What follows belongs to an exercise in optimizing a design on an open flow for small area and a short achievable clock period; a production flow would make more cautious choices.
In this exercise RTL edits were held to simulation tests only and were not proved equivalent to the original.

File: flow/constraint.sdc
create_clock -name core_clock -period 10.0 [get_ports {clk}]
set_input_delay 2.0000 -clock core_clock [delete_from_list [all_inputs] [get_ports {clk}]]
set_output_delay 2.0000 -clock core_clock [all_outputs]
set_load 0.01 [all_outputs]
File: flow/design.v
module PE_array (
    input clk,
    input rst,
    input i_en,
    input [15:0] ifmap,
    input [127:0] weight,
    input [255:0] bias,
    output [255:0] ofmap,
    output valid
);
    localparam ROWS = 8;
    reg [4:0] v;
    reg [44:0] cut_r [0:ROWS-1];    
    reg [16:0] q_r  [0:ROWS-1];   
    reg [31:0] ps0  [0:ROWS-1];   
    reg [31:0] bd   [0:ROWS-1];   
    reg [31:0] ps2  [0:ROWS-1];   
    reg [31:0] ps2d [0:ROWS-1];   
    reg [31:0] y    [0:ROWS-1];   
    genvar r, j;
    generate
        for (r = 0; r < ROWS; r = r + 1) begin : row
            wire [7:0] w0 = weight[(0*8 + r)*8 +: 8];
            wire [3:0] neg0, one0, two0;
            booth_enc e0 (.w(w0), .neg(neg0), .one(one0), .two(two0));
            wire [8:0] u00;
            booth_pp pp00 (.x(ifmap[0*8 +: 8]), .neg(neg0[0]), .one(one0[0]), .two(two0[0]), .u(u00));
            wire [8:0] u01;
            booth_pp pp01 (.x(ifmap[0*8 +: 8]), .neg(neg0[1]), .one(one0[1]), .two(two0[1]), .u(u01));
            wire [8:0] u02;
            booth_pp pp02 (.x(ifmap[0*8 +: 8]), .neg(neg0[2]), .one(one0[2]), .two(two0[2]), .u(u02));
            wire [8:0] u03;
            booth_pp pp03 (.x(ifmap[0*8 +: 8]), .neg(neg0[3]), .one(one0[3]), .two(two0[3]), .u(u03));
            wire [7:0] w1 = weight[(1*8 + r)*8 +: 8];
            wire [3:0] neg1, one1, two1;
            booth_enc e1 (.w(w1), .neg(neg1), .one(one1), .two(two1));
            wire [8:0] u10;
            booth_pp pp10 (.x(ifmap[1*8 +: 8]), .neg(neg1[0]), .one(one1[0]), .two(two1[0]), .u(u10));
            wire [8:0] u11;
            booth_pp pp11 (.x(ifmap[1*8 +: 8]), .neg(neg1[1]), .one(one1[1]), .two(two1[1]), .u(u11));
            wire [8:0] u12;
            booth_pp pp12 (.x(ifmap[1*8 +: 8]), .neg(neg1[2]), .one(one1[2]), .two(two1[2]), .u(u12));
            wire [8:0] u13;
            booth_pp pp13 (.x(ifmap[1*8 +: 8]), .neg(neg1[3]), .one(one1[3]), .two(two1[3]), .u(u13));
            wire [7:0] nn;
            for (j = 0; j < 4; j = j + 1) begin : nsum
                assign nn[2*j]   = neg0[j] ^ neg1[j];
                assign nn[2*j+1] = neg0[j] & neg1[j];
            end
            wire ta_s1 = u00[4] ^ u01[2];
            wire ta_c2 = u00[4] & u01[2];
            wire ta_s3 = u00[5] ^ u01[3] ^ u02[1];
            wire ta_c4 = (u00[5] & u01[3]) | (u00[5] & u02[1]) | (u01[3] & u02[1]);
            wire ta_s5 = u00[6] ^ u01[4] ^ u02[2];
            wire ta_c6 = (u00[6] & u01[4]) | (u00[6] & u02[2]) | (u01[4] & u02[2]);
            wire ta_s7 = u03[0] ^ u10[6] ^ u11[4];
            wire ta_c8 = (u03[0] & u10[6]) | (u03[0] & u11[4]) | (u10[6] & u11[4]);
            wire ta_s9 = u00[7] ^ u01[5] ^ u02[3];
            wire ta_c10 = (u00[7] & u01[5]) | (u00[7] & u02[3]) | (u01[5] & u02[3]);
            wire ta_s11 = u03[1] ^ u10[7] ^ u11[5];
            wire ta_c12 = (u03[1] & u10[7]) | (u03[1] & u11[5]) | (u10[7] & u11[5]);
            wire ta_s13 = u12[3] ^ u13[1];
            wire ta_c14 = u12[3] & u13[1];
            wire ta_s15 = u00[8] ^ u01[6] ^ u02[4];
            wire ta_c16 = (u00[8] & u01[6]) | (u00[8] & u02[4]) | (u01[6] & u02[4]);
            wire ta_s17 = u03[2] ^ u10[8] ^ u11[6];
            wire ta_c18 = (u03[2] & u10[8]) | (u03[2] & u11[6]) | (u10[8] & u11[6]);
            wire ta_s19 = u12[4] ^ u13[2];
            wire ta_c20 = u12[4] & u13[2];
            wire ta_s21 = u01[7] ^ u02[5] ^ u03[3];
            wire ta_c22 = (u01[7] & u02[5]) | (u01[7] & u03[3]) | (u02[5] & u03[3]);
            wire ta_s23 = u11[7] ^ u12[5];
            wire ta_c24 = u11[7] & u12[5];
            wire ta_s25 = u01[8] ^ u02[6] ^ u03[4];
            wire ta_c26 = (u01[8] & u02[6]) | (u01[8] & u03[4]) | (u02[6] & u03[4]);
            wire ta_s27 = u00[2] ^ u01[0];
            wire ta_c28 = u00[2] & u01[0];
            wire ta_s29 = u00[3] ^ u01[1] ^ u10[3];
            wire ta_c30 = (u00[3] & u01[1]) | (u00[3] & u10[3]) | (u01[1] & u10[3]);
            wire ta_s31 = u02[0] ^ u10[4] ^ u11[2];
            wire ta_c32 = (u02[0] & u10[4]) | (u02[0] & u11[2]) | (u10[4] & u11[2]);
            wire ta_s33 = u12[0] ^ nn[4];
            wire ta_c34 = u12[0] & nn[4];
            wire ta_s35 = u10[5] ^ u11[3] ^ u12[1];
            wire ta_c36 = (u10[5] & u11[3]) | (u10[5] & u12[1]) | (u11[3] & u12[1]);
            wire ta_s37 = nn[5] ^ ta_s3 ^ ta_c2;
            wire ta_c38 = (nn[5] & ta_s3) | (nn[5] & ta_c2) | (ta_s3 & ta_c2);
            wire ta_s39 = u12[2] ^ u13[0] ^ nn[6];
            wire ta_c40 = (u12[2] & u13[0]) | (u12[2] & nn[6]) | (u13[0] & nn[6]);
            wire ta_s41 = ta_s5 ^ ta_s7 ^ ta_c4;
            wire ta_c42 = (ta_s5 & ta_s7) | (ta_s5 & ta_c4) | (ta_s7 & ta_c4);
            wire ta_s43 = nn[7] ^ ta_s9 ^ ta_s11;
            wire ta_c44 = (nn[7] & ta_s9) | (nn[7] & ta_s11) | (ta_s9 & ta_s11);
            wire ta_s45 = ta_s13 ^ ta_c6 ^ ta_c8;
            wire ta_c46 = (ta_s13 & ta_c6) | (ta_s13 & ta_c8) | (ta_c6 & ta_c8);
            wire ta_s47 = ta_s15 ^ ta_s17 ^ ta_s19;
            wire ta_c48 = (ta_s15 & ta_s17) | (ta_s15 & ta_s19) | (ta_s17 & ta_s19);
            wire ta_s49 = ta_c10 ^ ta_c12 ^ ta_c14;
            wire ta_c50 = (ta_c10 & ta_c12) | (ta_c10 & ta_c14) | (ta_c12 & ta_c14);
            wire ta_s51 = u13[3] ^ ta_s21 ^ ta_s23;
            wire ta_c52 = (u13[3] & ta_s21) | (u13[3] & ta_s23) | (ta_s21 & ta_s23);
            wire ta_s53 = ta_c16 ^ ta_c18 ^ ta_c20;
            wire ta_c54 = (ta_c16 & ta_c18) | (ta_c16 & ta_c20) | (ta_c18 & ta_c20);
            wire ta_s55 = u11[8] ^ u12[6] ^ u13[4];
            wire ta_c56 = (u11[8] & u12[6]) | (u11[8] & u13[4]) | (u12[6] & u13[4]);
            wire ta_s57 = ta_s25 ^ ta_c22 ^ ta_c24;
            wire ta_c58 = (ta_s25 & ta_c22) | (ta_s25 & ta_c24) | (ta_c22 & ta_c24);
            wire ta_s59 = u02[7] ^ u03[5] ^ u12[7];
            wire ta_c60 = (u02[7] & u03[5]) | (u02[7] & u12[7]) | (u03[5] & u12[7]);
            wire ta_s61 = u13[5] ^ ta_c26;
            wire ta_c62 = u13[5] & ta_c26;
            wire ta_s63 = u02[8] ^ u03[6] ^ u12[8];
            wire ta_c64 = (u02[8] & u03[6]) | (u02[8] & u12[8]) | (u03[6] & u12[8]);
            wire ta_s65 = u10[2] ^ u11[0];
            wire ta_c66 = u10[2] & u11[0];
            wire ta_s67 = u11[1] ^ nn[3] ^ ta_s29;
            wire ta_c68 = (u11[1] & nn[3]) | (u11[1] & ta_s29) | (nn[3] & ta_s29);
            wire ta_s69 = ta_s1 ^ ta_s31 ^ ta_s33;
            wire ta_c70 = (ta_s1 & ta_s31) | (ta_s1 & ta_s33) | (ta_s31 & ta_s33);
            wire ta_s71 = ta_s35 ^ ta_s37 ^ ta_c32;
            wire ta_c72 = (ta_s35 & ta_s37) | (ta_s35 & ta_c32) | (ta_s37 & ta_c32);
            wire ta_s73 = ta_s39 ^ ta_s41 ^ ta_c36;
            wire ta_c74 = (ta_s39 & ta_s41) | (ta_s39 & ta_c36) | (ta_s41 & ta_c36);
            wire ta_s75 = ta_s43 ^ ta_s45 ^ ta_c40;
            wire ta_c76 = (ta_s43 & ta_s45) | (ta_s43 & ta_c40) | (ta_s45 & ta_c40);
            wire ta_s77 = ta_s47 ^ ta_s49 ^ ta_c44;
            wire ta_c78 = (ta_s47 & ta_s49) | (ta_s47 & ta_c44) | (ta_s49 & ta_c44);
            wire ta_s79 = ta_s51 ^ ta_s53 ^ ta_c48;
            wire ta_c80 = (ta_s51 & ta_s53) | (ta_s51 & ta_c48) | (ta_s53 & ta_c48);
            wire ta_s81 = ta_s55 ^ ta_s57 ^ ta_c52;
            wire ta_c82 = (ta_s55 & ta_s57) | (ta_s55 & ta_c52) | (ta_s57 & ta_c52);
            wire ta_s83 = ta_s59 ^ ta_s61 ^ ta_c56;
            wire ta_c84 = (ta_s59 & ta_s61) | (ta_s59 & ta_c56) | (ta_s61 & ta_c56);
            wire ta_s85 = u13[6] ^ ta_s63 ^ ta_c60;
            wire ta_c86 = (u13[6] & ta_s63) | (u13[6] & ta_c60) | (ta_s63 & ta_c60);
            wire ta_s87 = u03[7] ^ u13[7];
            wire ta_c88 = u03[7] & u13[7];
            always @(posedge clk) cut_r[r] <= {ta_c88, u13[8], u03[8], ta_c86, ta_s87, ta_c64, ta_c84, ta_s85, ta_c62, ta_c82, ta_s83, ta_c58, ta_c80, ta_s81, ta_c54, ta_c78, ta_s79, ta_c50, ta_c76, ta_s77, ta_c46, ta_c74, ta_s75, ta_c42, ta_c72, ta_s73, ta_c38, ta_c70, ta_s71, ta_c34, ta_c68, ta_s69, ta_c30, ta_c66, ta_s67, ta_c28, ta_s65, ta_s27, nn[2], nn[1], u10[1], u00[1], nn[0], u10[0], u00[0]};
            wire tb_s1 = cut_r[r][0] ^ cut_r[r][1];
            wire tb_c2 = cut_r[r][0] & cut_r[r][1];
            wire tb_s3 = cut_r[r][3] ^ cut_r[r][4] ^ cut_r[r][5];
            wire tb_c4 = (cut_r[r][3] & cut_r[r][4]) | (cut_r[r][3] & cut_r[r][5]) | (cut_r[r][4] & cut_r[r][5]);
            wire tb_s5 = cut_r[r][6] ^ cut_r[r][7] ^ cut_r[r][8];
            wire tb_c6 = (cut_r[r][6] & cut_r[r][7]) | (cut_r[r][6] & cut_r[r][8]) | (cut_r[r][7] & cut_r[r][8]);
            wire tb_s7 = cut_r[r][9] ^ cut_r[r][10] ^ cut_r[r][11];
            wire tb_c8 = (cut_r[r][9] & cut_r[r][10]) | (cut_r[r][9] & cut_r[r][11]) | (cut_r[r][10] & cut_r[r][11]);
            wire tb_s9 = cut_r[r][12] ^ cut_r[r][13] ^ cut_r[r][14];
            wire tb_c10 = (cut_r[r][12] & cut_r[r][13]) | (cut_r[r][12] & cut_r[r][14]) | (cut_r[r][13] & cut_r[r][14]);
            wire tb_s11 = cut_r[r][15] ^ cut_r[r][16] ^ cut_r[r][17];
            wire tb_c12 = (cut_r[r][15] & cut_r[r][16]) | (cut_r[r][15] & cut_r[r][17]) | (cut_r[r][16] & cut_r[r][17]);
            wire tb_s13 = cut_r[r][18] ^ cut_r[r][19] ^ cut_r[r][20];
            wire tb_c14 = (cut_r[r][18] & cut_r[r][19]) | (cut_r[r][18] & cut_r[r][20]) | (cut_r[r][19] & cut_r[r][20]);
            wire tb_s15 = cut_r[r][21] ^ cut_r[r][22] ^ cut_r[r][23];
            wire tb_c16 = (cut_r[r][21] & cut_r[r][22]) | (cut_r[r][21] & cut_r[r][23]) | (cut_r[r][22] & cut_r[r][23]);
            wire tb_s17 = cut_r[r][24] ^ cut_r[r][25] ^ cut_r[r][26];
            wire tb_c18 = (cut_r[r][24] & cut_r[r][25]) | (cut_r[r][24] & cut_r[r][26]) | (cut_r[r][25] & cut_r[r][26]);
            wire tb_s19 = cut_r[r][27] ^ cut_r[r][28] ^ cut_r[r][29];
            wire tb_c20 = (cut_r[r][27] & cut_r[r][28]) | (cut_r[r][27] & cut_r[r][29]) | (cut_r[r][28] & cut_r[r][29]);
            wire tb_s21 = cut_r[r][30] ^ cut_r[r][31] ^ cut_r[r][32];
            wire tb_c22 = (cut_r[r][30] & cut_r[r][31]) | (cut_r[r][30] & cut_r[r][32]) | (cut_r[r][31] & cut_r[r][32]);
            wire tb_s23 = cut_r[r][33] ^ cut_r[r][34] ^ cut_r[r][35];
            wire tb_c24 = (cut_r[r][33] & cut_r[r][34]) | (cut_r[r][33] & cut_r[r][35]) | (cut_r[r][34] & cut_r[r][35]);
            wire tb_s25 = cut_r[r][36] ^ cut_r[r][37] ^ cut_r[r][38];
            wire tb_c26 = (cut_r[r][36] & cut_r[r][37]) | (cut_r[r][36] & cut_r[r][38]) | (cut_r[r][37] & cut_r[r][38]);
            wire tb_s27 = cut_r[r][39] ^ cut_r[r][40] ^ cut_r[r][41];
            wire tb_c28 = (cut_r[r][39] & cut_r[r][40]) | (cut_r[r][39] & cut_r[r][41]) | (cut_r[r][40] & cut_r[r][41]);
            wire tb_s29 = cut_r[r][42] ^ cut_r[r][43] ^ cut_r[r][44];
            wire tb_c30 = (cut_r[r][42] & cut_r[r][43]) | (cut_r[r][42] & cut_r[r][44]) | (cut_r[r][43] & cut_r[r][44]);
            wire [16:0] ts = {1'b0, tb_c30, tb_s29, tb_s27, tb_s25, tb_s23, tb_s21, tb_s19, tb_s17, tb_s15, tb_s13, tb_s11, tb_s9, tb_s7, tb_s5, tb_s3, cut_r[r][2]};
            wire [16:0] tc = {1'b0, 1'b0, tb_c28, tb_c26, tb_c24, tb_c22, tb_c20, tb_c18, tb_c16, tb_c14, tb_c12, tb_c10, tb_c8, tb_c6, tb_c4, tb_c2, tb_s1};
            wire [16:0] q;
            add17 aq (.a(ts), .b(tc), .s(q));
            wire [17:0] tq = {1'b0, q_r[r]};
            wire [17:0] t_s = tq ^ {1'b0, ts} ^ {1'b0, tc};
            wire [16:0] t_m = (q_r[r] & ts) | (q_r[r] & tc) | (ts & tc);
            wire [17:0] t_c = {t_m, 1'b0};
            wire [31:0] s1, c1, s2, c2, y1, y2;
            csa32 #(.W(18)) a1 (.a(bd[r]),   .b(t_s), .c(t_c), .s(s1), .co(c1));
            csa32 #(.W(18)) a2 (.a(ps2d[r]), .b(t_s), .c(t_c), .s(s2), .co(c2));
            add32 ay1 (.a(s1), .b(c1), .s(y1));
            add32 ay2 (.a(s2), .b(c2), .s(y2));
            always @(posedge clk) begin
                q_r[r]  <= q;
                ps0[r]  <= bias[r*32 +: 32] - 32'd174080;
                bd[r]   <= ps0[r];
                ps2[r]  <= y1;
                ps2d[r] <= ps2[r];
                y[r]    <= y2;
            end
            assign ofmap[r*32 +: 32] = y[r];
        end
    endgenerate
    always @(posedge clk) begin
        if (rst) v <= 5'd0;
        else     v <= {v[3:0], i_en};
    end
    assign valid = v[4];
endmodule
module booth_enc (
    input [7:0] w,
    output [3:0] neg,
    output [3:0] one,
    output [3:0] two
);
    wire [8:0] we = {w, 1'b0};
    genvar j;
    generate
        for (j = 0; j < 4; j = j + 1) begin : dig
            wire b2 = we[2*j+2], b1 = we[2*j+1], b0 = we[2*j];
            assign neg[j] = b2;
            assign one[j] = b1 ^ b0;
            assign two[j] = (b2 & ~b1 & ~b0) | (~b2 & b1 & b0);
        end
    endgenerate
endmodule
module booth_pp (
    input [7:0] x,
    input neg,
    input one,
    input two,
    output [8:0] u
);
    wire [8:0] xe = {x[7], x};
    wire [8:0] x2 = {x, 1'b0};
    wire [8:0] m = ({9{one}} & xe) | ({9{two}} & x2);
    wire [8:0] e = m ^ {9{neg}};
    assign u = {~e[8], e[7:0]};
endmodule
module csa32 #(parameter W = 17) (
    input [31:0] a,
    input [W-1:0] b,
    input [W-1:0] c,
    output [31:0] s,
    output [31:0] co
);
    wire [31:0] be = {{(32-W){1'b0}}, b};
    wire [31:0] ce = {{(32-W){1'b0}}, c};
    wire [31:0] mj = (a & be) | (a & ce) | (be & ce);
    assign s = a ^ be ^ ce;
    assign co = {mj[30:0], 1'b0};
endmodule
module add17 (input [16:0] a, input [16:0] b, output [16:0] s);
    wire [16:0] g0 = a & b;
    wire [16:0] p0 = a ^ b;
    wire G1 = g0[1] | (p0[1] & g0[0]);
    wire G2 = g0[3] | (p0[3] & g0[2]);
    wire P2 = p0[3] & p0[2];
    wire G3 = g0[5] | (p0[5] & g0[4]);
    wire P3 = p0[5] & p0[4];
    wire G4 = g0[7] | (p0[7] & g0[6]);
    wire P4 = p0[7] & p0[6];
    wire G5 = g0[9] | (p0[9] & g0[8]);
    wire P5 = p0[9] & p0[8];
    wire G6 = g0[11] | (p0[11] & g0[10]);
    wire P6 = p0[11] & p0[10];
    wire G7 = g0[13] | (p0[13] & g0[12]);
    wire P7 = p0[13] & p0[12];
    wire G8 = g0[15] | (p0[15] & g0[14]);
    wire P8 = p0[15] & p0[14];
    wire G9 = G2 | (P2 & G1);
    wire G10 = G4 | (P4 & G3);
    wire P10 = P4 & P3;
    wire G11 = G6 | (P6 & G5);
    wire P11 = P6 & P5;
    wire G12 = G8 | (P8 & G7);
    wire P12 = P8 & P7;
    wire G13 = G10 | (P10 & G9);
    wire G14 = G12 | (P12 & G11);
    wire P14 = P12 & P11;
    wire G15 = G14 | (P14 & G13);
    wire G16 = G11 | (P11 & G13);
    wire G17 = G3 | (P3 & G9);
    wire G18 = G5 | (P5 & G13);
    wire G19 = G7 | (P7 & G16);
    wire G20 = g0[2] | (p0[2] & G1);
    wire G21 = g0[4] | (p0[4] & G9);
    wire G22 = g0[6] | (p0[6] & G17);
    wire G23 = g0[8] | (p0[8] & G13);
    wire G24 = g0[10] | (p0[10] & G18);
    wire G25 = g0[12] | (p0[12] & G16);
    wire G26 = g0[14] | (p0[14] & G19);
    wire G27 = g0[16] | (p0[16] & G15);
    wire [16:0] cy = {G15, G26, G19, G25, G16, G24, G18, G23, G13, G22, G17, G21, G9, G20, G1, g0[0], 1'b0};
    assign s = p0 ^ cy;
endmodule
module add32 (input [31:0] a, input [31:0] b, output [31:0] s);
    wire [31:0] g0 = a & b;
    wire [31:0] p0 = a ^ b;
    wire G1 = g0[1] | (p0[1] & g0[0]);
    wire G2 = g0[3] | (p0[3] & g0[2]);
    wire P2 = p0[3] & p0[2];
    wire G3 = g0[5] | (p0[5] & g0[4]);
    wire P3 = p0[5] & p0[4];
    wire G4 = g0[7] | (p0[7] & g0[6]);
    wire P4 = p0[7] & p0[6];
    wire G5 = g0[9] | (p0[9] & g0[8]);
    wire P5 = p0[9] & p0[8];
    wire G6 = g0[11] | (p0[11] & g0[10]);
    wire P6 = p0[11] & p0[10];
    wire G7 = g0[13] | (p0[13] & g0[12]);
    wire P7 = p0[13] & p0[12];
    wire G8 = g0[15] | (p0[15] & g0[14]);
    wire P8 = p0[15] & p0[14];
    wire G9 = g0[17] | (p0[17] & g0[16]);
    wire P9 = p0[17] & p0[16];
    wire G10 = g0[19] | (p0[19] & g0[18]);
    wire P10 = p0[19] & p0[18];
    wire G11 = g0[21] | (p0[21] & g0[20]);
    wire P11 = p0[21] & p0[20];
    wire G12 = g0[23] | (p0[23] & g0[22]);
    wire P12 = p0[23] & p0[22];
    wire G13 = g0[25] | (p0[25] & g0[24]);
    wire P13 = p0[25] & p0[24];
    wire G14 = g0[27] | (p0[27] & g0[26]);
    wire P14 = p0[27] & p0[26];
    wire G15 = g0[29] | (p0[29] & g0[28]);
    wire P15 = p0[29] & p0[28];
    wire G16 = g0[31] | (p0[31] & g0[30]);
    wire P16 = p0[31] & p0[30];
    wire G17 = G2 | (P2 & G1);
    wire G18 = G4 | (P4 & G3);
    wire P18 = P4 & P3;
    wire G19 = G6 | (P6 & G5);
    wire P19 = P6 & P5;
    wire G20 = G8 | (P8 & G7);
    wire P20 = P8 & P7;
    wire G21 = G10 | (P10 & G9);
    wire P21 = P10 & P9;
    wire G22 = G12 | (P12 & G11);
    wire P22 = P12 & P11;
    wire G23 = G14 | (P14 & G13);
    wire P23 = P14 & P13;
    wire G24 = G16 | (P16 & G15);
    wire P24 = P16 & P15;
    wire G25 = G18 | (P18 & G17);
    wire G26 = G20 | (P20 & G19);
    wire P26 = P20 & P19;
    wire G27 = G22 | (P22 & G21);
    wire P27 = P22 & P21;
    wire G28 = G24 | (P24 & G23);
    wire P28 = P24 & P23;
    wire G29 = G26 | (P26 & G25);
    wire G30 = G28 | (P28 & G27);
    wire P30 = P28 & P27;
    wire G31 = G30 | (P30 & G29);
    wire G32 = G27 | (P27 & G29);
    wire G33 = G19 | (P19 & G25);
    wire G34 = G21 | (P21 & G29);
    wire G35 = G23 | (P23 & G32);
    wire G36 = G3 | (P3 & G17);
    wire G37 = G5 | (P5 & G25);
    wire G38 = G7 | (P7 & G33);
    wire G39 = G9 | (P9 & G29);
    wire G40 = G11 | (P11 & G34);
    wire G41 = G13 | (P13 & G32);
    wire G42 = G15 | (P15 & G35);
    wire G43 = g0[2] | (p0[2] & G1);
    wire G44 = g0[4] | (p0[4] & G17);
    wire G45 = g0[6] | (p0[6] & G36);
    wire G46 = g0[8] | (p0[8] & G25);
    wire G47 = g0[10] | (p0[10] & G37);
    wire G48 = g0[12] | (p0[12] & G33);
    wire G49 = g0[14] | (p0[14] & G38);
    wire G50 = g0[16] | (p0[16] & G29);
    wire G51 = g0[18] | (p0[18] & G39);
    wire G52 = g0[20] | (p0[20] & G34);
    wire G53 = g0[22] | (p0[22] & G40);
    wire G54 = g0[24] | (p0[24] & G32);
    wire G55 = g0[26] | (p0[26] & G41);
    wire G56 = g0[28] | (p0[28] & G35);
    wire G57 = g0[30] | (p0[30] & G42);
    wire [31:0] cy = {G57, G42, G56, G35, G55, G41, G54, G32, G53, G40, G52, G34, G51, G39, G50, G29, G49, G38, G48, G33, G47, G37, G46, G25, G45, G36, G44, G17, G43, G1, g0[0], 1'b0};
    assign s = p0 ^ cy;
endmodule
File: flow/config.mk
export PLATFORM = sky130hd
export DESIGN_NAME = PE_array
export DESIGN_NICKNAME = PE_array
export VERILOG_FILES = /design/flow/design.v
export SDC_FILE = /design/flow/constraint.sdc
export NUM_CORES = 4
export LEC_CHECK = 0
export CAP_MARGIN = 20
export CORE_MARGIN = 2
export CORE_UTILIZATION = 40
export CTS_CLUSTER_DIAMETER = 100
export CTS_CLUSTER_SIZE = 30
export SETUP_SLACK_MARGIN = 5
export SLEW_MARGIN = 20
File: flow/standard.sh
#!/bin/bash
# synth_recipe.tcl (not shown) runs the flow's synth.tcl, then flattens the netlist and writes it again
# the make line also repeats each setting of config.mk as NAME=value (left out here)
make -C /OpenROAD-flow-scripts/flow DESIGN_CONFIG=/design/flow/config.mk WORK_HOME=/design/flow/orfs CLKGATE_MAP_FILE= SYNTH_SCRIPT=/design/flow/synth_recipe.tcl "${@:-finish}"
File: flow/flow/run.sh
#!/bin/bash
# Standard ORFS layout (the standard.sh, unchanged synthesis), except that the
# port buffers that placement inserts on every input and output are the platform's
# smallest buffer instead of the one the resizer picks by default; the resizer
# still resizes them where timing or slew needs it.
set -euo pipefail
export BUFFER_PORTS_ARGS="-buffer_cell sky130_fd_sc_hd__buf_1"
bash standard.sh > standard.log 2>&1
==> impl_metrics.json, run 1 <==
{
  "clock_skew_ns": 0.0422,
  "rr_worst_depth": 14,
  "synth_simple_gate_area_share": 0.0976,
  "crit_path_end_kind": "flip-flop",
  "grt_pass1_vias": 66000,
  "yosysUniqueCellTypes": 65,
  "grt_use_met3": 0.0389,
  "slew_headroom": 0.229,
  "critPathRequiredTime_ns": 10.67,
  "viasPerCell": 5.10,
  "synth_seq_cells": 1781,
  "drive_above_1_share": 0.0322,
  "hold_viol": 0,
  "worst_slew_pin_slew_ns": 1.16,
  "syn_to_final_growth_pct": 8.58,
  "crit_fanout": 59,
  "r2r_start": "cut_r[5][6]",
  "dpl_cell_area_um2": 101000,
  "cts_tree": "done",
  "grt_overflow": 0,
  "place_ws_ns": 4.15,
  "place_inst": 12700,
  "ant_nets": 0,
  "use_met1": 0.252,
  "clock-sinks": 1781,
  "synth_adder_area_share": 0.307,
  "finalNetCount": 11600,
  "routabilityCongestion": 0.846,
  "synth_nets": 11400,
  "ys_seq_area_frac": 0.370,
  "cts.clk_slew.worst_paths_ns": 0.11,
  "arrival_ns": 5.51,
  "synthArstFlopShare": 0,
  "synthCells": 9366,
  "start_kind": "input pin",
  "r2r_slack_ns": 5.20,
  "max_freq_ghz": 0.207,
  "hold_path_class": "reg -> reg",
  "vias": 65700,
  "syn_avg_cell_area_um2": 10.3,
  "grtUsageMet2": 0.316,
  "cts_buffers": 88,
  "fill_cells": 22700,
  "min_to": "ps2d[1][13]",
  "synth_top_family_by_area": "adder cells",
  "cts_hold_buffers": 0,
  "clockRootBuffer": "clkbuf_16",
  "routed_wirelength_mm": 235,
  "finalWorstSetupSlack_ns": 5.16,
  "die_area_um2": 245000,
  "wl_per_cell_um": 18.2,
  "die-height_um": 495,
  "fin_crit_sh": 0.484,
  "dieWidth_um": 495,
  "syn-cell-area_um2": 96300,
  "slew_violations": 0,
  "synth_compound_gate_area_share": 0.120,
  "min_period_ns": 4.84,
  "status": "finished clean",
  "finalNonFillerCells": 12900,
  "drtIter0Drc": 3653,
  "remaining_drc_errors": 0,
  "hpwl_mm": 179,
  "grt_pass1_wl_mm": 368,
  "antenna_found_initial": 78,
  "maxCapViolations": 0,
  "io_buffer_count": 659,
  "grt_use_total": 0.190,
  "ys.flop_type": "dfxtp_1",
  "synth_edf_count": 0,
  "hp-start": "ps2[1][13]",
  "final_area_um2": 105000,
  "synthMuxAreaShare": 0.00821,
  "setup_tns_ns": 0,
  "busiest_layer": "met2",
  "start_util": 0.401,
  "setup_viol": 0,
  "yosys_warnings": 15,
  "grt_start_max_net_pins": 72,
  "r2r_end": "y[5][21]",
  "rsz0062_at_grt": "false",
  "synth-xor-area-share": 0.0491,
  "crit_type": "in -> reg",
  "htree_levels": 3,
  "num_io_pins": 660,
  "core_area_um2": 240000,
  "clk_latency_ns": 0.80,
  "dr.pass1.iters": 6,
  "holdPathStages": 0,
  "row_count": 180,
  "max-clock-path-buffers": 3
}
==> synthesized netlist by cell type, drive strengths merged, types with 4 or more instances <==
library cell / count / area [um2]
a2111o: 8 / 90.1
a211oi: 66 / 521
a21boi: 6 / 45.0
a21o: 118 / 886
a21oi: 590 / 2950
a221oi: 42 / 368
a22oi: 55 / 413
a31o: 12 / 105
a31oi: 55 / 344
a32oi: 16 / 140
and2: 34 / 213
and3: 20 / 125
and4: 4 / 35.0
buf: 124 / 465
clkbuf: 449 / 1690
dfxtp: 1781 / 35700
fa: 960 / 19200
ha: 640 / 8010
inv: 640 / 2400
maj3: 236 / 2360
mux2i: 79 / 791
nand2: 932 / 3500
nand2b: 115 / 719
nand3: 136 / 681
nand3b: 4 / 30.0
nand4: 28 / 175
nor2: 406 / 1520
nor2b: 179 / 1120
nor3: 101 / 541
nor3b: 11 / 92.6
nor4: 53 / 368
o211ai: 37 / 278
o21a: 74 / 556
o21ai: 406 / 2030
o21bai: 9 / 67.6
o221a: 18 / 203
o221ai: 54 / 473
o22ai: 197 / 1230
o311a: 41 / 410
o31ai: 44 / 400
or2: 15 / 98.9
or3: 11 / 68.8
or4: 7 / 60.1
xnor2: 221 / 1940
xor2: 319 / 2790
==> worst max-delay path, cell delays in order <==
cell,delay (ns)
clkbuf_4,0.62
buf_4,0.68
nor2b_1,0.26
a21oi_1,0.06
o22ai_1,0.16
a21oi_1,0.09
fa_1,0.55
inv_1,0.05
fa_1,0.50
inv_1,0.05
fa_1,0.43
==> sequential cells by signal, indices dropped and copies added, names as in the netlist <==
signal and cells:
cut_r 360, bd 256, ps0 256, ps2 256, ps2d 256, y 256
q_r 136, v 5
==> layer usage <==
metal	up-vias	wire length, um
li1	31900	-
met1	31800	104000
met2	1585	111000
met3	330	14100
met4	64	5390
met5	-	377
==> placed cells by master, fill, tap and decap left out, drive strengths merged, types with 12 or more instances in the layout <==
master and count:
dfxtp 1781, fa 960, nand2 932, buf 690, inv 666, ha 640, a21oi 590, nor2 406
o21ai 406, xor2 319, maj3 236, xnor2 221, o22ai 197, nor2b 179, nand3 136, clkbuf 132
a21o 118, nand2b 115, nor3 101, mux2i 79, o21a 74, a211oi 66, a31oi 55, a22oi 55
o221ai 54, nor4 53, o31ai 44, a221oi 42, o311a 41, o211ai 37, and2 34, nand4 28
diode 23, and3 20, o221a 18, clkinv 17, a32oi 16, or2 15, a31o 12
==> per-stage QoR <==
stage           util  hold slack [ns]
2_1_floorplan      -            0.310
3_3_place_gp   0.422            0.310
3_5_place_dp   0.422            0.312
4_1_cts        0.435            0.299
5_1_grt        0.435            0.305
6_report       0.436            0.314
==> what timing repair did <==
item                       CTS  global route
cloned                       0             0
buffers inserted             2             2
gates resized for setup      5            16
setup endpoints to repair   63           130
pin swaps                    2             4
==> worst max path at each step <==
stage               cells past startpoint        start            to
finish                                 11     ifmap[4]  cut_r[3][22]
global route                           14  cut_r[6][3]    ps2[6][31]
CTS                                    13  cut_r[4][6]    ps2[4][31]
detailed placement                     11     ifmap[3]  cut_r[0][31]
global placement                       11     ifmap[3]  cut_r[0][31]
floorplan                               9    ifmap[15]  cut_r[0][22]
==> layout make-up <==
class / instances / area [um2] / area share
Inverter: 640 / 2400 / 0.0230
Antenna cell: 23 / 57.6 / 0.000550
Clock inverter: 47 / 806 / 0.00771
Multi-Input combinational cell: 6372 / 56200 / 0.538
Clock buffer: 94 / 2300 / 0.0220
Sequential cell: 1781 / 35700 / 0.341
Tap cell: 3185 / 3990 / 0.0381
Timing Repair Buffer: 728 / 3130 / 0.0300
==> logic make-up (layout without fill, tap and decap cells) <==
logic type                 count (synthesis)  in the layout
other                                      0             23
and+or+nand+nor                         2061           2061
buffers and inverters                   1213           1509
muxes                                     79             79
AOI/OAI and AO/OA                       1856           1856
adders and majority gates               1836           1836
xor gates and xnor gates                 540            540
DFF                                     1781           1781
==> inputs of run 2 (changes only) <==
==> flow/flow/run.sh (replaced) <==
#!/bin/bash
# Standard ORFS layout (the standard.sh, unchanged synthesis), with two changes:
# - the port buffers that placement inserts on every input and output are the
#   platform's smallest buffer instead of the one the resizer picks by default (the
#   resizer still resizes them where timing or slew needs it);
# - clock tree synthesis adds no dummy load cells for balancing.
set -euo pipefail
export BUFFER_PORTS_ARGS="-buffer_cell sky130_fd_sc_hd__buf_1"
export CTS_ARGS="-sink_clustering_enable -repair_clock_nets -sink_clustering_size 24 -sink_clustering_max_diameter 90 -dont_use_dummy_load"
bash standard.sh > standard.log 2>&1
--- a/flow/config.mk
+++ b/flow/config.mk
@@ -7,8 +7,6 @@
 export LEC_CHECK = 0
 export CAP_MARGIN = 20
 export CORE_MARGIN = 2
-export CORE_UTILIZATION = 40
-export CTS_CLUSTER_DIAMETER = 100
-export CTS_CLUSTER_SIZE = 30
+export CORE_UTILIZATION = 50
 export SETUP_SLACK_MARGIN = 5
 export SLEW_MARGIN = 20
==> impl_metrics.json, run 2 <==
{
  "grt_use_total": 0.225,
  "min_period_ns": 4.84,
  "finalNetCount": 11600,
  "crit_path_end_kind": "flip-flop",
  "vias": 65200,
  "path_delay_family": "adder cells",
  "wl_per_cell_um": 18.1,
  "place_inst": 12000,
  "antenna_found_initial": 46,
  "clk_latency_ns": 0.77,
  "synth_common_cells": "dfxtp_1 (1781), fa_1 (960), nand2_1 (932)",
  "clock-sinks": 1781,
  "routabilityCongestion": 0.838,
  "drtIter0Drc": 4175,
  "start_util": 0.502,
  "setup_viol": 0,
  "syn-cell-area_um2": 96300,
  "finalWorstSetupSlack_ns": 5.16,
  "synthArstFlopShare": 0,
  "hold_path_class": "reg -> reg",
  "htree_levels": 3,
  "slew_headroom": 0.279,
  "slew_violations": 0,
  "synth_nets": 11400,
  "maxCapViolations": 0,
  "synthTopCellsByArea": "dfxtp_1 (37%), fa_1 (20%), ha_1 (8.3%)",
  "max_freq_ghz": 0.207,
  "dieWidth_um": 443,
  "cts_buffers": 102,
  "cp_num_buf_inv": 2,
  "core_area_um2": 192000,
  "cts_hold_buffers": 0,
  "ys_seq_area_frac": 0.370,
  "path_cells": "clkbuf_4, buf_6, nand3_1, a21oi_1, nor2_1, a221oi_1, fa_1, fa_1, fa_1",
  "dr.pass1.iters": 6,
  "grt_pass1_vias": 65100,
  "layout_commonest_cell": "dfxtp_1",
  "grt_pass1_wl_mm": 354,
  "clockRootBuffer": "clkbuf_16",
  "critPathRequiredTime_ns": 10.56,
  "clock_skew_ns": 0.111,
  "viasPerCell": 5.36,
  "synthCells": 9366,
  "yosysMostFrequentCell": "dfxtp_1",
  "worst_slew_pin_slew_ns": 1.08,
  "yosys_warnings": 15,
  "place_ws_ns": 4.17,
  "max-clock-path-buffers": 3,
  "yosysUniqueCellTypes": 65,
  "crit_fanout": 57,
  "synth_seq_cells": 1781,
  "syn_avg_cell_area_um2": 10.3,
  "hpwl_mm": 167,
  "crit_type": "in -> reg",
  "ant_nets": 0,
  "die-height_um": 443,
  "start_kind": "input pin",
  "finalNonFillerCells": 12200,
  "setup_tns_ns": 0,
  "largest_reg_flops": 360,
  "utilization": 0.538,
  "die_area_um2": 196000,
  "cts_tree": "done",
  "cts.clk_slew.worst_paths_ns": 0.09,
  "grt_start_max_net_pins": 126,
  "drive_above_1_share": 0.0287,
  "yosysTopAreaCellShare": 0.370,
  "max_stage_delay_ns": 0.59,
  "remaining_drc_errors": 0,
  "critPathSlowestCell": "clkbuf_4",
  "timing.hold.ws_ns": 0.288,
  "num_io_pins": 660,
  "hold_viol": 0,
  "synth_top_cell_by_area": "dfxtp_1",
  "routed_wirelength_mm": 220,
  "synth_edf_count": 0,
  "syn_to_final_growth_pct": 7.18,
  "fin_crit_sh": 0.484,
  "arrival_ns": 5.40,
  "top_register": "cut_r",
  "io_buffer_count": 659,
  "status": "finished clean",
  "crit_path_frequent_cell": "fa_1",
  "rsz0062_at_grt": "true",
  "layout_common_cells": "dfxtp_1 (1781), fa_1 (960), nand2_1 (932)",
  "grt_overflow": 0,
  "ys.flop_type": "dfxtp_1",
  "row_count": 161
}
run 2: changes by cell type in the layout (fill, tap and decap cells not counted), moves of 3 or more:
cell | previous run | this run
clkinv_16 | 7 | 0
buf_6 | 4 | 9
inv_16 | 9 | 0
inv_12 | 6 | 0
clkbuf_16 | 91 | 102
inv_8 | 4 | 0
clkinv_8 | 7 | 0
inv_6 | 7 | 0
o31ai_2 | 10 | 7
run 2: layer usage:
layer  part of all wire  up-vias  track usage  wire (um)
li1                   -    31800            -          -
met1               0.44    31600        0.305      97700
met2               0.48     1455        0.379     106000
met3              0.049      298       0.0293      10800
met4              0.024       30       0.0620       5360
met5            0.00086        -            0        190
run 2: kinds of logic (layout without fill, tap and decap cells):
kind of cell	count (synthesis)	in the layout	synth area share
AO/OA/AOI/OAI	1856	1856	0.120
XOR/XNOR	540	540	0.0491
adder cells (fa/ha/maj)	1836	1836	0.307
buffers and inverters	1213	1473	0.0473
flip-flops	1781	1781	0.370
multiplexers	79	79	0.00821
other	0	24	0
AND/OR/NAND/NOR	2061	2061	0.0976
run 2: final timing paths:
path | from | endpoint | slack (ns) | depth (start not counted)
setup / recovery | ifmap[1] | cut_r[0][25] | 5.16 | 9
hold / removal | ps2[2][20] | ps2d[2][20] | 0.29 | 0
setup reg to reg | cut_r[5][6] | ps2[5][31] | 5.24 | 13
hold reg to reg | ps2[2][20] | ps2d[2][20] | 0.29 | 0
run 2: what timing repair did:
action / 4_1_cts / 5_1_grt
pin swaps: 1 / 1
endpoints found under the hold margin: 0 / 0
setup endpoints to repair: 41 / 132
setup buffers: 0 / 1
gates resized for setup: 6 / 23
run 2: area by class of cell:
type / instances / area [um2]
tap: 2526 / 3160
clock buffer: 102 / 2550
multi-input combinational: 6372 / 56200
timing repair buffer: 731 / 3170
inverter: 640 / 2400
antenna: 24 / 60.1
sequential: 1781 / 35700
fill: 17100 / 88800
run 2: stage by stage:
stage | instance area, um2
after floorplan | 96300
after detailed placement | 100000
after CTS | 103000
final | 103000
after global routing | 103000
after global placement | 100000
run 2: worst reg2reg max path, cell delays in order (launching register included):
cell and delay [ns]:
dfxtp_1 0.33, fa_1 0.63, fa_1 0.50, fa_1 0.48, ha_1 0.31, a211oi_1 0.27, o21a_1 0.29, a211oi_1 0.12
a211oi_2 0.40, o31ai_2 0.19, o31ai_4 0.65, nor4_1 0.17, ha_1 0.23, xor2_1 0.15
==> inputs of run 3 (changes only) <==
--- a/flow/config.mk
+++ b/flow/config.mk
@@ -7,6 +7,6 @@
 export LEC_CHECK = 0
 export CAP_MARGIN = 20
 export CORE_MARGIN = 2
-export CORE_UTILIZATION = 50
+export CORE_UTILIZATION = 40
 export SETUP_SLACK_MARGIN = 5
 export SLEW_MARGIN = 20
==> impl_metrics.json, run 3 <==
{
  "grt_start_max_net_pins": 72,
  "layout_common_cells": "dfxtp_1 (1781), fa_1 (960), nand2_1 (932)",
  "viasPerCell": 5.11,
  "top_register": "cut_r",
  "clock-sinks": 1781,
  "crit_type": "in -> reg",
  "crit_path_end_kind": "flip-flop",
  "start_kind": "input pin",
  "min_period_ns": 4.87,
  "layout.area.seq_um2": 35700,
  "arrival_ns": 5.52,
  "clockRootBuffer": "clkbuf_16",
  "clock_skew_ns": 0.0647,
  "io_buffer_count": 659,
  "slew_violations": 0,
  "yosys_warnings": 15,
  "hold_viol": 0,
  "grt_overflow": 0,
  "dpl_cell_area_um2": 101000,
  "cts_tree": "done",
  "vias": 65600,
  "dieWidth_um": 495,
  "max_freq_ghz": 0.206,
  "syn_to_final_growth_pct": 8.01,
  "hold_path_class": "reg -> reg",
  "synth_adder_area_share": 0.307,
  "hpwl_mm": 179,
  "remaining_drc_errors": 0,
  "synthTopCellsByArea": "dfxtp_1 (37%), fa_1 (20%), ha_1 (8.3%)",
  "yosysUniqueCellTypes": 65,
  "r2r_slack_ns": 5.20,
  "antenna_found_initial": 77,
  "ys.flop_type": "dfxtp_1",
  "drtIter0Drc": 3727,
  "drive_above_1_share": 0.0285,
  "synth_top_cell_by_area": "dfxtp_1",
  "cts_buffers": 103,
  "final_area_um2": 104000,
  "routabilityCongestion": 0.846,
  "status": "finished clean",
  "slew_headroom": 0.252,
  "multiInputGateArea_um2": 56200,
  "cts_hold_buffers": 0,
  "maxCapViolations": 0,
  "setup_viol": 0,
  "syn-cell-area_um2": 96300,
  "die-height_um": 495,
  "max-clock-path-buffers": 3,
  "critPathRequiredTime_ns": 10.65,
  "synth_simple_gate_area_share": 0.0976,
  "ant_nets": 0,
  "wl_per_cell_um": 18.3,
  "worst_slew_pin_slew_ns": 1.12,
  "grt_pass1_wl_mm": 368,
  "dr.pass1.iters": 6,
  "synthMuxAreaShare": 0.00821,
  "synth_common_cells": "dfxtp_1 (1781), fa_1 (960), nand2_1 (932)",
  "htree_levels": 3,
  "synth_seq_cells": 1781,
  "fill_cells": 22800,
  "clk_latency_ns": 0.79,
  "layout_commonest_cell": "dfxtp_1",
  "row_count": 180,
  "synth-xor-area-share": 0.0491,
  "die_area_um2": 245000,
  "ys_seq_area_frac": 0.370,
  "yosysTopAreaCellShare": 0.370,
  "cts.clk_slew.worst_paths_ns": 0.09,
  "routed_wirelength_mm": 234,
  "synth_compound_gate_area_share": 0.120,
  "synth_edf_count": 0,
  "num_io_pins": 660,
  "synthArstFlopShare": 0,
  "synth_nets": 11400,
  "grt_use_total": 0.190,
  "syn_avg_cell_area_um2": 10.3,
  "start_util": 0.401,
  "grt_pass1_vias": 66000,
  "finalNetCount": 11600,
  "fin_crit_sh": 0.487,
  "yosysMostFrequentCell": "dfxtp_1",
  "crit_fanout": 68,
  "synthCells": 9366,
  "synth_top_family_by_area": "adder cells",
  "timing.hold.ws_ns": 0.274,
  "largest_reg_flops": 360,
  "rsz0062_at_grt": "true",
  "core_area_um2": 240000,
  "setup_tns_ns": 0
}
-- run 3: cell counts after synthesis --
No cell type changed its count.
-- run 3: cells by family (layout without fill, tap and decap cells) --
group	Yosys count	after routing
muxes	79	79
other	0	25
adders and majority gates	1836	1836
DFF	1781	1781
and+or+nand+nor	2061	2061
xor gates and xnor gates	540	540
buffers and inverters	1213	1470
AOI/OAI and AO/OA	1856	1856
-- run 3: repair_timing --
item,4_1_cts,5_1_grt
buffers inserted,2,1
resized for setup,5,15
setup endpoints to repair,51,117
pin swaps,2,2
-- run 3: critical path, stage by stage --
cell and delay, ns:
clkbuf_4 0.49, buf_4 0.70, nor2b_1 0.25, nand2_1 0.08
o311a_1 0.17, o22ai_1 0.22, fa_1 0.49, inv_1 0.09
fa_1 0.45, fa_1 0.46
-- run 3: worst paths after layout --
| path | from | cells past startpoint | endpoint |
|---|---|---|---|
| setup reg to reg | cut_r[5][15] | 14 | y[5][31] |
| hold reg to reg | ps0[0][1] | 0 | bd[0][1] |
| setup / recovery | ifmap[6] | 10 | cut_r[2][31] |
| hold / removal | ps0[0][1] | 0 | bd[0][1] |
-- run 3: metal layers --
layer	wire length, um	track usage	up-vias
met4	5380	0.0499	64
met3	14800	0.0391	335
met5	374	0	-
met2	110000	0.315	1572
li1	-	-	31800
met1	103000	0.253	31800
-- run 3: stage by stage --
step	instances	setup WS (ns)	util
after global placement	12700	4.17	0.422
after floorplan	9366	5.25	-
after global routing	12800	4.98	0.433
after CTS	12800	5.02	0.433
after detailed placement	12700	4.15	0.422
final	12800	5.14	0.433
-- run 3: layout make-up --
class | count | area share
Tap cell | 3185 | 0.0383
Sequential cell | 1781 | 0.343
Multi-Input combinational cell | 6372 | 0.540
Timing Repair Buffer | 727 | 0.0301
Inverter | 640 | 0.0231
Clock buffer | 103 | 0.0248
Antenna cell | 25 | 0.000601
==> inputs of run 4 (changes only) <==
==> flow/config.mk (replaced) <==
export PLATFORM = sky130hd
export DESIGN_NAME = PE_array
export DESIGN_NICKNAME = PE_array
export VERILOG_FILES = /design/flow/design.v
export SDC_FILE = /design/flow/constraint.sdc
export NUM_CORES = 4
export LEC_CHECK = 0
export CAP_MARGIN = 60
export CORE_MARGIN = 2
export CORE_UTILIZATION = 50
export SETUP_SLACK_MARGIN = 5
export SLEW_MARGIN = 60
==> impl_metrics.json, run 4 <==
{
  "synth_seq_cells": 1781,
  "grtUsageMet2": 0.377,
  "clock_skew_ns": 0.0884,
  "antenna_found_initial": 51,
  "utilization": 0.540,
  "grt_start_max_net_pins": 74,
  "dr.pass1.iters": 6,
  "cts.clk_slew.worst_paths_ns": 0.09,
  "layout_common_cells": "dfxtp_1 (1781), fa_1 (960), nand2_1 (932)",
  "remaining_drc_errors": 0,
  "path_cells": "fa_1, fa_1, fa_1, ha_1, a211oi_1, o21a_1, a211oi_1, a211oi_4, o31ai_4, o31ai_4, nor3_1, ha_1, xor2_1",
  "die_area_um2": 196000,
  "crit_path_frequent_cell": "fa_1",
  "clk_latency_ns": 0.78,
  "yosysMostFrequentCell": "dfxtp_1",
  "vias": 65400,
  "rsz0062_at_grt": "false",
  "yosysUniqueCellTypes": 65,
  "clock-sinks": 1781,
  "status": "finished clean",
  "top_register": "cut_r",
  "critPathRequiredTime_ns": 10.66,
  "critPathSlowestCell": "fa_1",
  "busiest_layer": "met2",
  "start_kind": "flip-flop",
  "use_met1": 0.304,
  "ys.flop_type": "dfxtp_1",
  "cp_num_buf_inv": 0,
  "grt_pass1_wl_mm": 355,
  "drive_above_1_share": 0.0364,
  "cts_hold_buffers": 0,
  "row_count": 161,
  "max_stage_delay_ns": 0.63,
  "syn_to_final_growth_pct": 7.62,
  "grt_use_met3": 0.0324,
  "maxCapViolations": 0,
  "syn_avg_cell_area_um2": 10.3,
  "synth_top_cell_by_area": "dfxtp_1",
  "crit_path_end_kind": "flip-flop",
  "synthTopCellsByArea": "dfxtp_1 (37%), fa_1 (20%), ha_1 (8.3%)",
  "grt_use_total": 0.226,
  "routed_wirelength_mm": 221,
  "hold_path_class": "reg -> reg",
  "cts_buffers": 101,
  "synth_common_cells": "dfxtp_1 (1781), fa_1 (960), nand2_1 (932)",
  "arrival_ns": 5.43,
  "ys_seq_area_frac": 0.370,
  "routabilityCongestion": 0.838,
  "start_util": 0.502,
  "hold_viol": 0,
  "synth_edf_count": 0,
  "finalNetCount": 11600,
  "dieWidth_um": 443,
  "wl_per_cell_um": 18.1,
  "max-clock-path-buffers": 3,
  "layout_commonest_cell": "dfxtp_1",
  "setup_viol": 0,
  "crit_fanout": 7,
  "min_period_ns": 4.77,
  "hpwl_mm": 167,
  "io_buffer_count": 659,
  "max_freq_ghz": 0.210,
  "htree_levels": 3,
  "synthArstFlopShare": 0,
  "slew_headroom": 0.613,
  "ant_nets": 0,
  "yosys_warnings": 15,
  "synthCells": 9366,
  "num_io_pins": 660,
  "grt_overflow": 0,
  "setup_tns_ns": 0,
  "largest_reg_flops": 360,
  "clockRootBuffer": "clkbuf_16",
  "die-height_um": 443,
  "slew_violations": 0,
  "crit_type": "reg -> reg",
  "yosysTopAreaCellShare": 0.370,
  "syn-cell-area_um2": 96300,
  "cts_tree": "done",
  "fin_crit_sh": 0.477,
  "worst_slew_pin_slew_ns": 0.580,
  "drtIter0Drc": 4056,
  "grt_pass1_vias": 65100,
  "path_delay_family": "adder cells",
  "synth_nets": 11400,
  "core_area_um2": 192000,
  "viasPerCell": 5.36
}
## run 4: cell counts after synthesis
Identical to the previous run, type by type.
## run 4: what timing repair did
action	in CTS	in global routing
gates resized for setup	0	3
endpoints found under the setup margin	0	6
buffers inserted	0	0
## run 4: kinds of logic after synthesis
kind of cell / count (synthesis) / synth area share
AOI/OAI and AO/OA: 1856 / 0.120
xor gates and xnor gates: 540 / 0.0491
adders and majority gates: 1836 / 0.307
buffers and inverters: 1213 / 0.0473
DFF: 1781 / 0.370
muxes: 79 / 0.00821
and+or+nand+nor: 2061 / 0.0976
## run 4: routing by layer
metal	vias up	wire length [um]
met5	-	153
met4	24	5660
met3	317	11300
met2	1500	106000
met1	31700	97700
li1	31900	-
## run 4: worst paths after layout
kind	cells after the start	startpoint	end	slack, ns
worst max-delay path	13	cut_r[3][3]	y[3][25]	5.23
worst min-delay path	0	ps2[0][30]	ps2d[0][30]	0.30
worst max register to register	13	cut_r[3][3]	y[3][25]	5.23
worst min register to register	0	ps2[0][30]	ps2d[0][30]	0.30
## run 4: cell type report
class                   instances  area, um2
multi-input cells            6372      56300
fillers                     16900      88300
clock buffers                 101       2530
inverters                     640       2410
well taps                    2526       3160
flip-flops and latches       1781      35700
repair buffers                747       3580
diodes                         17       42.5
## run 4: per-stage QoR
stage / cell area, um2 / setup slack, ns / hold WS, ns / instances
2_1_floorplan: 96300 / 5.25 / 0.310 / 9366
3_3_place_gp: 100000 / 4.24 / 0.310 / 12000
3_5_place_dp: 101000 / 4.43 / 0.312 / 12100
4_1_cts: 103000 / 5.16 / 0.294 / 12200
5_1_grt: 104000 / 5.03 / 0.299 / 12200
6_report: 104000 / 5.23 / 0.296 / 12200
==> inputs of run 5 (changes only) <==
--- a/flow/config.mk
+++ b/flow/config.mk
@@ -9,4 +9,4 @@
 export CORE_MARGIN = 2
 export CORE_UTILIZATION = 50
 export SETUP_SLACK_MARGIN = 5
-export SLEW_MARGIN = 60
+export SLEW_MARGIN = 80
==> impl_metrics.json, run 5 <==
{
  "status": "finished clean",
  "cts_hold_buffers": 0,
  "yosysMostFrequentCell": "dfxtp_1",
  "rr_worst_depth": 14,
  "remaining_drc_errors": 0,
  "max_freq_ghz": 0.207,
  "holdPathStages": 0,
  "yosysUniqueCellTypes": 65,
  "hpwl_mm": 175,
  "io_buffer_count": 659,
  "vias": 66300,
  "finalWorstSetupSlack_ns": 5.16,
  "path_cells": "fa_1, fa_1, fa_1, ha_1, a21o_1, a21o_1, a21o_1, a22oi_1, clkdlybuf4s50_1, and3_1, nor4_2, clkdlybuf4s50_1, ha_1, xor2_1",
  "start_kind": "flip-flop",
  "synth_common_cells": "dfxtp_1 (1781), fa_1 (960), nand2_1 (932)",
  "dieWidth_um": 443,
  "grt_pass1_wl_mm": 359,
  "routed_wirelength_mm": 224,
  "start_util": 0.502,
  "cp.depth": 14,
  "crit_fanout": 3,
  "ys_seq_area_frac": 0.370,
  "synth_nets": 11400,
  "htree_levels": 3,
  "min_period_ns": 4.84,
  "wl_per_cell_um": 18.1,
  "max-clock-path-buffers": 3,
  "viasPerCell": 5.35,
  "grt_overflow": 0,
  "layout_common_cells": "dfxtp_1 (1781), fa_1 (944), nand2_1 (932)",
  "syn_avg_cell_area_um2": 10.3,
  "largest_reg_flops": 360,
  "synthArstFlopShare": 0,
  "place_ws_ns": 4.54,
  "route.met3.wl_mm": 10.8,
  "num_io_pins": 660,
  "fin_crit_sh": 0.484,
  "syn-cell-area_um2": 96300,
  "clk_latency_ns": 0.77,
  "core_area_um2": 192000,
  "worst_slew_pin_slew_ns": 0.301,
  "grt_use_total": 0.228,
  "slew_headroom": 0.794,
  "clockRootBuffer": "clkbuf_16",
  "slew_violations": 0,
  "ys.flop_type": "dfxtp_1",
  "setup_tns_ns": 0,
  "grt_pass1_vias": 66600,
  "antenna_found_initial": 46,
  "drive_above_1_share": 0.0856,
  "yosys_warnings": 15,
  "synth_edf_count": 0,
  "synth_seq_cells": 1781,
  "critPathSlowestCell": "fa_1",
  "yosysTopAreaCellShare": 0.370,
  "crit_type": "reg -> reg",
  "cts_buffers": 99,
  "row_count": 161,
  "hold_path_class": "reg -> reg",
  "syn_to_final_growth_pct": 12.8,
  "cts.clk_slew.worst_paths_ns": 0.09,
  "setup_viol": 0,
  "maxCapViolations": 0,
  "hold_viol": 0,
  "clock-sinks": 1781,
  "ant_nets": 0,
  "top_register": "cut_r",
  "arrival_ns": 5.45,
  "die-height_um": 443,
  "rsz0062_at_grt": "false",
  "finalNetCount": 11900,
  "path_delay_family": "adder cells",
  "clock_skew_ns": 0.0740,
  "crit_path_end_kind": "flip-flop",
  "synthTopCellsByArea": "dfxtp_1 (37%), fa_1 (20%), ha_1 (8.3%)",
  "wl_met1_mm": 98.5,
  "synth_top_cell_by_area": "dfxtp_1",
  "synthCells": 9366,
  "critPathRequiredTime_ns": 10.60,
  "cts_tree": "done",
  "drtIter0Drc": 3878,
  "cp_num_buf_inv": 2,
  "max_stage_delay_ns": 0.59,
  "top_layer_used": "met5",
  "layout_commonest_cell": "dfxtp_1",
  "die_area_um2": 196000,
  "grt_start_max_net_pins": 63,
  "wl_met2_mm": 109,
  "routabilityCongestion": 0.838,
  "dr.pass1.iters": 8,
  "fill_cells": 16600
}
==> run 5: final timing paths <==
| path | from | slack, ns | endpoint |
|---|---|---|---|
| setup reg to reg | cut_r[0][28] | 5.16 | ps2[0][31] |
| hold reg to reg | ps2[0][30] | 0.30 | ps2d[0][30] |
| hold / removal | ps2[0][30] | 0.30 | ps2d[0][30] |
| setup / recovery | cut_r[0][28] | 5.16 | ps2[0][31] |
==> run 5: repair_timing <==
action | CTS | global route
endpoints found under the hold margin | 0 | 0
setup endpoints to repair | 2 | 17
buffers inserted | 0 | 1
gates resized for setup | 1 | 10
pin swaps | 0 | 1
==> run 5: metal layers <==
metal  global-route usage  up-vias
li1                     -    32300
met1                0.305    32300
met2                0.384     1480
met3               0.0302      280
met4               0.0676       16
met5                    0        -
==> run 5: metrics by stage <==
step                      area [um2]  instances  utilization  hold slack, ns
after global placement        100000      12000        0.523           0.310
after global routing          109000      12400        0.566           0.308
after floorplan                96300       9366            -           0.310
after CTS                     107000      12300        0.560           0.295
final                         109000      12400        0.566           0.298
after detailed placement      105000      12200        0.547           0.312
==> run 5: final cells by class <==
| type | instances | area (um2) | share of cell area |
|---|---|---|---|
| timing repair buffer | 957 | 6630 | 0.0610 |
| inverter | 640 | 2410 | 0.0222 |
| antenna | 26 | 65.1 | 0.000599 |
| tap | 2526 | 3160 | 0.0291 |
| multi-input combinational | 6372 | 58200 | 0.536 |
| clock buffer | 99 | 2480 | 0.0228 |
| sequential | 1781 | 35700 | 0.328 |
==> run 5: logic make-up after synthesis <==
group           after synthesis  synth area share
fa+ha+maj                  1836             0.307
buf+inv                    1213            0.0473
flops                      1781             0.370
simple gates               2061            0.0976
compound gates             1856             0.120
mux                          79           0.00821
xor+xnor                    540            0.0491
==> inputs of run 6 (changes only) <==
--- a/flow/config.mk
+++ b/flow/config.mk
@@ -5,7 +5,7 @@
 export SDC_FILE = /design/flow/constraint.sdc
 export NUM_CORES = 4
 export LEC_CHECK = 0
-export CAP_MARGIN = 60
+export CAP_MARGIN = 80
 export CORE_MARGIN = 2
 export CORE_UTILIZATION = 50
 export SETUP_SLACK_MARGIN = 5
==> impl_metrics.json, run 6 <==
{
  "yosysTopAreaCellShare": 0.370,
  "synth_top_cell_by_area": "dfxtp_1",
  "place_inst": 12200,
  "ys_seq_area_frac": 0.370,
  "crit_type": "reg -> reg",
  "synthCells": 9366,
  "max_freq_ghz": 0.208,
  "die_area_um2": 196000,
  "status": "finished clean",
  "core_area_um2": 192000,
  "hp-start": "ps2[2][20]",
  "ant_nets": 0,
  "clk_latency_ns": 0.76,
  "hpwl_mm": 175,
  "rr_worst_depth": 18,
  "critPathRequiredTime_ns": 10.69,
  "ys.flop_type": "dfxtp_1",
  "slew_headroom": 0.788,
  "cts_buffers": 98,
  "start_kind": "flip-flop",
  "largest_reg_flops": 360,
  "rsz0062_at_grt": "true",
  "worstSetupEndpoint": "y[3][25]",
  "synth_edf_count": 0,
  "grt_overflow": 0,
  "synthArstFlopShare": 0,
  "critPathLaunch": "cut_r[3][9]",
  "clockRootBuffer": "clkbuf_16",
  "htree_levels": 3,
  "dr.pass1.iters": 6,
  "start_util": 0.502,
  "syn_avg_cell_area_um2": 10.3,
  "grt_pass1_wl_mm": 358,
  "row_count": 161,
  "routed_wirelength_mm": 224,
  "grt_start_max_net_pins": 63,
  "num_io_pins": 660,
  "layout_commonest_cell": "dfxtp_1",
  "synth_seq_cells": 1781,
  "r2r_slack_ns": 5.19,
  "yosysUniqueCellTypes": 65,
  "max-clock-path-buffers": 3,
  "vias": 66400,
  "setup_tns_ns": 0,
  "maxCapViolations": 0,
  "syn-cell-area_um2": 96300,
  "fin_crit_sh": 0.481,
  "min_period_ns": 4.81,
  "r2r_end": "y[3][25]",
  "dieWidth_um": 443,
  "antenna_found_initial": 48,
  "crit_fanout": 4,
  "top_register": "cut_r",
  "wl_per_cell_um": 18.1,
  "cts_tree": "done",
  "remaining_drc_errors": 0,
  "io_buffer_count": 659,
  "crit_path_end_kind": "flip-flop",
  "hold_path_class": "reg -> reg",
  "synth_common_cells": "dfxtp_1 (1781), fa_1 (960), nand2_1 (932)",
  "setup_viol": 0,
  "worst_slew_pin_slew_ns": 0.315,
  "synth_nets": 11400,
  "timing.hold.ws_ns": 0.293,
  "viasPerCell": 5.36,
  "yosysMostFrequentCell": "dfxtp_1",
  "cts_hold_buffers": 0,
  "hold_viol": 0,
  "layout_common_cells": "dfxtp_1 (1781), fa_1 (944), nand2_1 (932)",
  "finalNonFillerCells": 12400,
  "drive_above_1_share": 0.0860,
  "grt_use_total": 0.228,
  "yosys_warnings": 15,
  "grt_pass1_vias": 66400,
  "arrival_ns": 5.49,
  "drtIter0Drc": 3820,
  "syn_to_final_growth_pct": 12.7,
  "clock-sinks": 1781,
  "clock_skew_ns": 0.0786,
  "synthTopCellsByArea": "dfxtp_1 (37%), fa_1 (20%), ha_1 (8.3%)",
  "slew_violations": 0,
  "holdPathStages": 0,
  "routabilityCongestion": 0.838,
  "cts.clk_slew.worst_paths_ns": 0.10,
  "die-height_um": 443,
  "finalNetCount": 11900,
  "r2r_start": "cut_r[3][9]"
}
-- run 6: cell count changes in the layout (fill, tap and decap cells not counted), moves of 3 or more --
cell             before  now
buf_12               35   38
o221ai_1             26   23
o221ai_2             26   29
diode_2              26   17
clkdlybuf4s50_1       5    2
clkbuf_2             29   26
buf_16               38   31
buf_2                91   95
-- run 6: cell type report --
cell class / instances / area [um2]
Antenna cell: 17 / 42.5
Clock buffer: 98 / 2450
Fill cell: 16700 / 83500
Inverter: 640 / 2410
Multi-Input combinational cell: 6372 / 58300
Sequential cell: 1781 / 35700
Tap cell: 2526 / 3160
Timing Repair Buffer: 957 / 6540
-- run 6: worst min-delay path by stage --
stage	end
4_1_cts	ps2d[2][20]
3_5_place_dp	bd[0][19]
3_3_place_gp	bd[5][18]
6_report	ps2d[2][20]
5_1_grt	ps2d[4][16]
2_1_floorplan	bd[0][0]
-- run 6: repair_timing --
item | in CTS | in global routing
gates resized for setup | 1 | 11
cloned | 0 | 0
setup endpoints to repair | 1 | 20
pin swaps | 0 | 3
setup buffers | 0 | 3
-- run 6: through the flow --
| step | utilization | setup slack (ns) | cell area [um2] |
|---|---|---|---|
| after floorplan | - | 5.25 | 96300 |
| after global placement | 0.523 | 4.24 | 100000 |
| after detailed placement | 0.547 | 4.54 | 105000 |
| after CTS | 0.560 | 5.09 | 107000 |
| after global routing | 0.565 | 4.97 | 109000 |
| final | 0.565 | 5.19 | 109000 |
-- run 6: metal layers --
| metal | up-vias | wire length (um) | GRT usage |
|---|---|---|---|
| met5 | - | 172 | 0 |
| met4 | 26 | 5030 | 0.0622 |
| met3 | 288 | 10500 | 0.0301 |
| met2 | 1415 | 110000 | 0.386 |
| met1 | 32400 | 99100 | 0.305 |
| li1 | 32300 | - | - |
-- run 6: kinds of logic after synthesis --
family | after synthesis | synth area share
AOI/OAI and AO/OA | 1856 | 0.120
xor gates and xnor gates | 540 | 0.0491
adders and majority gates | 1836 | 0.307
buffers and inverters | 1213 | 0.0473
DFF | 1781 | 0.370
muxes | 79 | 0.00821
and+or+nand+nor | 2061 | 0.0976
-- run 6: worst max-delay path, cell delays in order, from the launching register on --
cell and delay (ns):
dfxtp_1 0.35, fa_1 0.55, fa_1 0.60, fa_1 0.45, ha_1 0.35, o211ai_1 0.11, o21a_2 0.28, a211oi_4 0.27
a211oi_4 0.07, buf_2 0.17, buf_2 0.15, o31ai_4 0.21, buf_2 0.19, o31ai_4 0.06, buf_2 0.16, buf_2 0.15
nor3_1 0.20, ha_1 0.22, xor2_2 0.20

static timing again, ports no longer ideal:
How much do the figures lean on ideal ports? The routed layouts below were timed once more, with nothing changed but the port constraints. Step 1 assumes that a clkbuf_16 drives the clock port and a buf_2 every other input. Step 2, shift: input delay + t, output delay - t, t = (earliest + latest rising clock arrival at the registers) / 2. This alone moves slack from input paths to output paths. Slacks: ideal ports / drivers / drivers and shift; pairs: ideal ports / drivers.
run	shift t [ns]	slack for setup (ns)	worst setup path after step 2	cell pins on the clock port's net
run 1	0.873	5.161 / 5.149 / 4.276	input to register	1
run 2	0.810	5.160 / 5.154 / 4.344	input to register	1
run 3	0.857	5.135 / 5.103 / 4.245	input to register	1
run 4	0.822	5.234 / 5.234 / 4.441	input to register	1
run 5	0.819	5.159 / 5.159 / 4.459	input to register	1
run 6	0.818	5.194 / 5.194 / 4.479	input to register	1
After both steps setup and hold are still met in every run listed. For run 3, which loses most, drivers alone change the setup slack by -0.032 ns; drivers and shift together by -0.890 ns.
